This is an optimization exercise on Yosys and OpenROAD, whose aim is small area, a short achievable clock period and few clock cycles, not a production implementation.
In this exercise RTL edits were held to simulation tests only and were not proved equivalent to the original.
Power and IR drop assume default switching activity.

P:
==> flow/design.v <==
module SimpleCPU(clk, rst, data_fromRAM, wrEn, addr_toRAM, data_toRAM);
input clk, rst;
input wire [31:0] data_fromRAM;
output reg wrEn;
output reg [9:0] addr_toRAM;
output reg [31:0] data_toRAM;    
localparam S_F0  = 4'd0,   
           S_F1  = 4'd1,   
           S_2   = 4'd2,   
           S_3   = 4'd3,   
           S_4   = 4'd4,   
           S_5   = 4'd5,   
           S_IT  = 4'd6,   
           S_J   = 4'd7,   
           S_BR  = 4'd8,   
           S_NFX = 4'd9,   
           S_NFL = 4'd10,  
           S_NFH = 4'd11;  
localparam OP_ADD = 4'd0, OP_ADDi = 4'd1, OP_NAND = 4'd2, OP_NANDi = 4'd3,
           OP_SRL = 4'd4, OP_SRLi = 4'd5, OP_LT = 4'd6, OP_LTi = 4'd7,
           OP_CP = 4'd8, OP_CPi = 4'd9, OP_CPI = 4'd10, OP_CPIi = 4'd11,
           OP_BZJ = 4'd12, OP_BZJi = 4'd13, OP_MUL = 4'd14, OP_MULi = 4'd15;
reg [3:0]  state;
reg        hz;           
reg [9:0]  pc;
reg [3:0]  op;
reg [9:0]  fa;           
reg [31:0] r2;           
reg [31:0] r3;           
reg        g32;          
reg        bz;           
reg        az;           
wire [31:0] d  = data_fromRAM;
wire [31:0] r1 = data_toRAM;
wire [9:0]  pc1 = pc + 10'd1;
wire st_f1  = state == S_F1;
wire st_2   = state == S_2;
wire st_3   = state == S_3;
wire st_4   = state == S_4;
wire st_5   = state == S_5;
wire st_it  = state == S_IT;
wire st_j   = state == S_J;
wire st_br  = state == S_BR;
wire st_nfx = state == S_NFX;
wire st_nfl = state == S_NFL;
wire st_nf  = state == S_NFX || state == S_NFL || state == S_NFH;
wire op_mul  = op[3:1] == 3'b111;
wire op_alu  = ~op[3];                  
wire op_imm  = op[0];
wire op_srl  = op[3:1] == 3'b010;
wire [32:0] sum;
add32 adder (.a(r1), .b(r2), .s(sum));
wire        lt   = sum[32];
wire        srl_last = g32 | (r2[4:1] == 4'd0);
wire        srl_nz   = ~g32 & (r2[4:0] != 5'd0);
wire r3hz = (r3[31:1] == 31'd0);
wire r2lz = (r2[30:0] == 31'd0);
wire r2z  = r2lz & ~r2[31];
wire mul_last = r3hz | r2lz;
wire jz   = st_j & az;
wire take = (st_f1 & ~hz) | (st_br & ~bz) | jz;
reg [3:0] state_n;
reg       nf;            
always @(*) begin
	nf = 1'b0;
	state_n = state;
	case (state)
	S_F0: state_n = S_F1;
	S_F1: state_n = hz ? S_F0 : S_2;
	S_2:  if (op == OP_CPi) begin nf = 1'b1; state_n = S_NFX; end    
	      else state_n = S_3;
	S_3:  case (op)
		OP_ADDi, OP_NANDi, OP_LTi: begin nf = 1'b1; state_n = S_NFX; end
		OP_SRLi: if (srl_last) begin nf = 1'b1; state_n = S_NFX; end
		         else state_n = S_IT;
		OP_MULi: state_n = S_IT;
		OP_BZJi: state_n = S_J;
		OP_CPIi, OP_CP: begin nf = 1'b1; state_n = S_NFL; end
		default: state_n = S_4;  
	      endcase
	S_4:  case (op)
		OP_SRL: state_n = S_IT;
		OP_MUL: if (r2z) begin nf = 1'b1; state_n = S_NFH; end
		        else state_n = S_IT;
		OP_CPI: state_n = S_5;
		OP_BZJ: state_n = S_BR;
		default: begin nf = 1'b1; state_n = S_NFX; end  
	      endcase
	S_5:  begin nf = 1'b1; state_n = S_NFL; end
	S_IT: if (op[3] ? mul_last : srl_last) begin nf = 1'b1; state_n = S_NFH; end
	S_J:  state_n = jz ? S_2 : S_F0;
	S_BR: state_n = bz ? S_F1 : S_2;
	S_NFX, S_NFL, S_NFH: state_n = S_F1;
	default: state_n = S_F0;
	endcase
end
wire nf_bzj = st_3 & (op == OP_BZJ);
wire pc_inc = nf | nf_bzj;
always @(posedge clk) begin
	if (rst) begin
		state <= S_F0;
		pc <= 10'd0;
		addr_toRAM <= 10'd0;
		wrEn <= 1'b0;
		hz <= 1'b0;
	end else begin
		state <= state_n;
		wrEn <= st_nf;
		hz <= st_nf & (fa == pc);
		if (pc_inc) pc <= pc1;
		else if (st_j | (st_br & bz)) pc <= sum[9:0];
		if (take) addr_toRAM <= d[23:14];
		else if (pc_inc) addr_toRAM <= pc1;
		else if (st_2) addr_toRAM <= r2[9:0];
		else if (st_4 & (op == OP_CPI)) addr_toRAM <= d[9:0];
		else if (st_4 | st_j) addr_toRAM <= sum[9:0];    
		else addr_toRAM <= fa;                            
	end
end
wire op_lt   = ~op[3] & op[2] & op[1];
wire sel_zero = (st_2 & (op_mul | op == OP_BZJ | op == OP_CPi)) | ((st_nfx | st_it) & op_srl & g32);
wire sel_nd   = st_3 & op_lt;
wire sel_d    = (st_3 & ((op_alu & ~op_lt) | op == OP_BZJi)) | st_nfl;
wire sel_sum  = (st_nfx & op[2:1] == 2'b00) | (st_it & op[3] & r3[0]);
wire sel_nand = st_nfx & op[2:1] == 2'b01;
wire sel_lt   = st_nfx & op[2:1] == 2'b11;
wire sel_shr  = (st_nfx | st_it) & op_srl & srl_nz;
wire r1_en = sel_zero | sel_nd | sel_d | sel_sum | sel_nand | sel_lt | sel_shr;
wire [31:0] r1_n = ({32{sel_d}} & d) |
                   ({32{sel_nd}} & ~d) | ({32{sel_sum}} & sum[31:0]) |
                   ({32{sel_nand}} & ~(r1 & r2)) | {31'd0, sel_lt & lt} |
                   ({32{sel_shr}} & {1'b0, r1[31:1]});
always @(posedge clk) begin
	if (take) begin
		op <= d[31:28];
		fa <= d[23:14];
	end else if (st_3 & (op == OP_CPIi))
		fa <= d[9:0];
	if (r1_en) data_toRAM <= r1_n;
	if (take)
		r2 <= {18'd0, d[13:0]};
	else if ((st_3 & (op_mul | op == OP_BZJ)) | (st_4 & op_alu))
		r2 <= d;
	else if (st_it & op[3])
		r2 <= {r2[30:0], 1'b0};
	else if (st_it & srl_nz)
		r2[4:0] <= r2[4:0] - 5'd1;
	if (take) g32 <= |d[13:5];
	else if (st_4) g32 <= |d[31:5];
	if (st_4) bz <= (d == 32'd0);
	if (st_3) az <= (d[9:0] == 10'd0);
	if (st_4) r3 <= d;
	else if (st_3) r3 <= {18'd0, r2[13:0]};
	else r3 <= {1'b0, r3[31:1]};
end
endmodule
module add32(input [31:0] a, input [31:0] b, output [32:0] s);
  wire [31:0] p0 = a ^ b, g0 = a & b;
  wire [31:0] g1, p1, g2, p2, g3, p3, g4, p4, g5, p5, c;
  genvar i;
  generate for (i = 0; i < 32; i = i + 1) begin : l1
    if (i % 2 == 1) begin
      assign g1[i] = g0[i] | p0[i] & g0[i-1]; assign p1[i] = p0[i] & p0[i-1];
    end else begin
      assign g1[i] = g0[i]; assign p1[i] = p0[i];
    end
  end endgenerate
  generate for (i = 0; i < 32; i = i + 1) begin : l2
    if (i % 4 == 3) begin
      assign g2[i] = g1[i] | p1[i] & g1[i-2]; assign p2[i] = p1[i] & p1[i-2];
    end else begin
      assign g2[i] = g1[i]; assign p2[i] = p1[i];
    end
  end endgenerate
  generate for (i = 0; i < 32; i = i + 1) begin : l3
    if (i % 8 == 7) begin
      assign g3[i] = g2[i] | p2[i] & g2[i-4]; assign p3[i] = p2[i] & p2[i-4];
    end else begin
      assign g3[i] = g2[i]; assign p3[i] = p2[i];
    end
  end endgenerate
  generate for (i = 0; i < 32; i = i + 1) begin : l4
    if (i % 16 == 15) begin
      assign g4[i] = g3[i] | p3[i] & g3[i-8]; assign p4[i] = p3[i] & p3[i-8];
    end else begin
      assign g4[i] = g3[i]; assign p4[i] = p3[i];
    end
  end endgenerate
  generate for (i = 0; i < 32; i = i + 1) begin : l5
    if (i == 31) begin
      assign g5[i] = g4[i] | p4[i] & g4[i-16]; assign p5[i] = p4[i] & p4[i-16];
    end else begin
      assign g5[i] = g4[i]; assign p5[i] = p4[i];
    end
  end endgenerate
  generate for (i = 0; i < 32; i = i + 1) begin : dn
    if (i == 0 || i == 1 || i == 3 || i == 7 || i == 15 || i == 31)
      assign c[i] = g5[i];
    else if (i == 23)
      assign c[i] = g5[i] | p5[i] & c[15];
    else if (i % 8 == 7)
      assign c[i] = g5[i] | p5[i] & c[i-8];
    else if (i % 4 == 3)
      assign c[i] = g5[i] | p5[i] & c[i-4];
    else if (i % 2 == 1)
      assign c[i] = g5[i] | p5[i] & c[i-2];
    else
      assign c[i] = g0[i] | p0[i] & c[i-1];
  end endgenerate
  assign s[0] = p0[0];
  generate for (i = 1; i < 32; i = i + 1) begin : so
    assign s[i] = p0[i] ^ c[i-1];
  end endgenerate
  assign s[32] = c[31];
endmodule
clock: 11.0 ns
lec_check: 0
abc_area: 1
cap_margin: 20
core_margin: 2
core_utilization: 50
slew_margin: 20
standard.sh (not shown) runs the stock make flow with config.mk's settings and CLKGATE_MAP_FILE= SYNTH_SCRIPT=/design/flow/synth_recipe.tcl, a recipe that flattens the netlist after the stock synthesis.
==> flow/flow/run.sh <==
#!/bin/bash
# The standard layout, with plain buffers instead of delay cells on the ports,
# and timing repair aimed at a shorter period than the clock's.
set -euo pipefail
export BUFFER_PORTS_ARGS="-buffer_cell sky130_fd_sc_hd__buf_2"
export SETUP_SLACK_MARGIN=7.7
bash standard.sh > standard.log 2>&1
P ended with every stage complete and zero timing, DRC or antenna violations.
Testbench counts of P, summed over its fixed seeds: cycles 252,232.
## Diff of input files: Q against P
-- flow/design.v --
<<< P, line 68
	S_F0: state_n = S_F1;
	S_F1: state_n = hz ? S_F0 : S_2;
	S_2:  if (op == OP_CPi) begin nf = 1'b1; state_n = S_NFX; end    
	      else state_n = S_3;
	S_3:  case (op)
>>> Q, line 68
	S_F0: state_n = S_F1;
	S_F1: state_n = hz ? S_F0 : S_2;
	S_2:  if (op == OP_CPi) begin nf = 1'b1; state_n = S_NFH; end
	      else state_n = S_3;
	S_3:  case (op)
<<< P, line 119
end
wire op_lt   = ~op[3] & op[2] & op[1];
wire sel_zero = (st_2 & (op_mul | op == OP_BZJ | op == OP_CPi)) | ((st_nfx | st_it) & op_srl & g32);
wire sel_nd   = st_3 & op_lt;
wire sel_d    = (st_3 & ((op_alu & ~op_lt) | op == OP_BZJi)) | st_nfl;
>>> Q, line 119
end
wire op_lt   = ~op[3] & op[2] & op[1];
wire sel_imm  = take;
wire sel_zero = (st_2 & (op_mul | op == OP_BZJ)) | ((st_nfx | st_it) & op_srl & g32);
wire sel_nd   = st_3 & op_lt;
wire sel_d    = (st_3 & ((op_alu & ~op_lt) | op == OP_BZJi)) | st_nfl;
<<< P, line 126
wire sel_lt   = st_nfx & op[2:1] == 2'b11;
wire sel_shr  = (st_nfx | st_it) & op_srl & srl_nz;
wire r1_en = sel_zero | sel_nd | sel_d | sel_sum | sel_nand | sel_lt | sel_shr;
wire [31:0] r1_n = ({32{sel_d}} & d) |
                   ({32{sel_nd}} & ~d) | ({32{sel_sum}} & sum[31:0]) |
                   ({32{sel_nand}} & ~(r1 & r2)) | {31'd0, sel_lt & lt} |
>>> Q, line 127
wire sel_lt   = st_nfx & op[2:1] == 2'b11;
wire sel_shr  = (st_nfx | st_it) & op_srl & srl_nz;
wire r1_en = sel_imm | sel_zero | sel_nd | sel_d | sel_sum | sel_nand | sel_lt | sel_shr;
wire [31:0] r1_n = ({32{sel_d}} & d) | ({32{sel_imm}} & {18'd0, d[13:0]}) |
                   ({32{sel_nd}} & ~d) | ({32{sel_sum}} & sum[31:0]) |
                   ({32{sel_nand}} & ~(r1 & r2)) | {31'd0, sel_lt & lt} |
Findings:
P | status: complete | timing, DRC, antenna: pass. Q reached the final stage; the timing, DRC and antenna checks on its layout passed. Die area delta (Q − P): unfavourable. In Q the total net switching power turned out 0.70 mW higher than in P. On synthesized cell count, the higher figure sits with P, not Q. In Q the placed standard-cell area turned out 0.36% lower than in P. Delta (Q minus P): area share of fa/ha/maj cells after synthesis barely changed, proportion of power drawn by the clock network dropped 11 points. Any difference in width of the chip between Q and P is small enough to ignore. On area fraction in compound gates after synthesis, the higher figure sits with Q, not P. Per the comparison of Q with P, number of buffers inserted during clock tree synthesis was more or less identical; total wire length after detailed routing essentially unchanged; post-route minimum period shrank by 0.010 ns; wire length of the first global-routing pass went down by about 1.3%.
Testbench counts of Q, summed over its fixed seeds: cycles 252,232.

what the ideal ports hide:
No port has a modelled driver above. Below, the same layouts with a new extraction and two added sets of constraints.
Step 1, drivers: a clkbuf_16 drives clk and a buf_2 each remaining input, both assumed.
Step 2, shift: input delay + t, output delay - t, t = (earliest + latest rising clock arrival at the registers) / 2. This alone moves slack from input paths to output paths.
a / b / c = no drivers / after step 1 / after step 2; a / b = the first two.
| run | t, ns | setup slack, ns | slew at the worst register clock pin (ns) | worst slew at a driven data input, ns |
|---|---|---|---|---|
| P | 0.473 | 7.710 / 7.663 / 7.448 | 0.06 / 0.06 | 0.07 |
| Q | 0.470 | 7.720 / 7.672 / 7.464 | 0.06 / 0.06 | 0.06 |
After both steps every run listed still meets setup and hold. For P, which loses most, drivers alone change the setup slack by -0.047 ns; drivers and shift together by -0.262 ns.
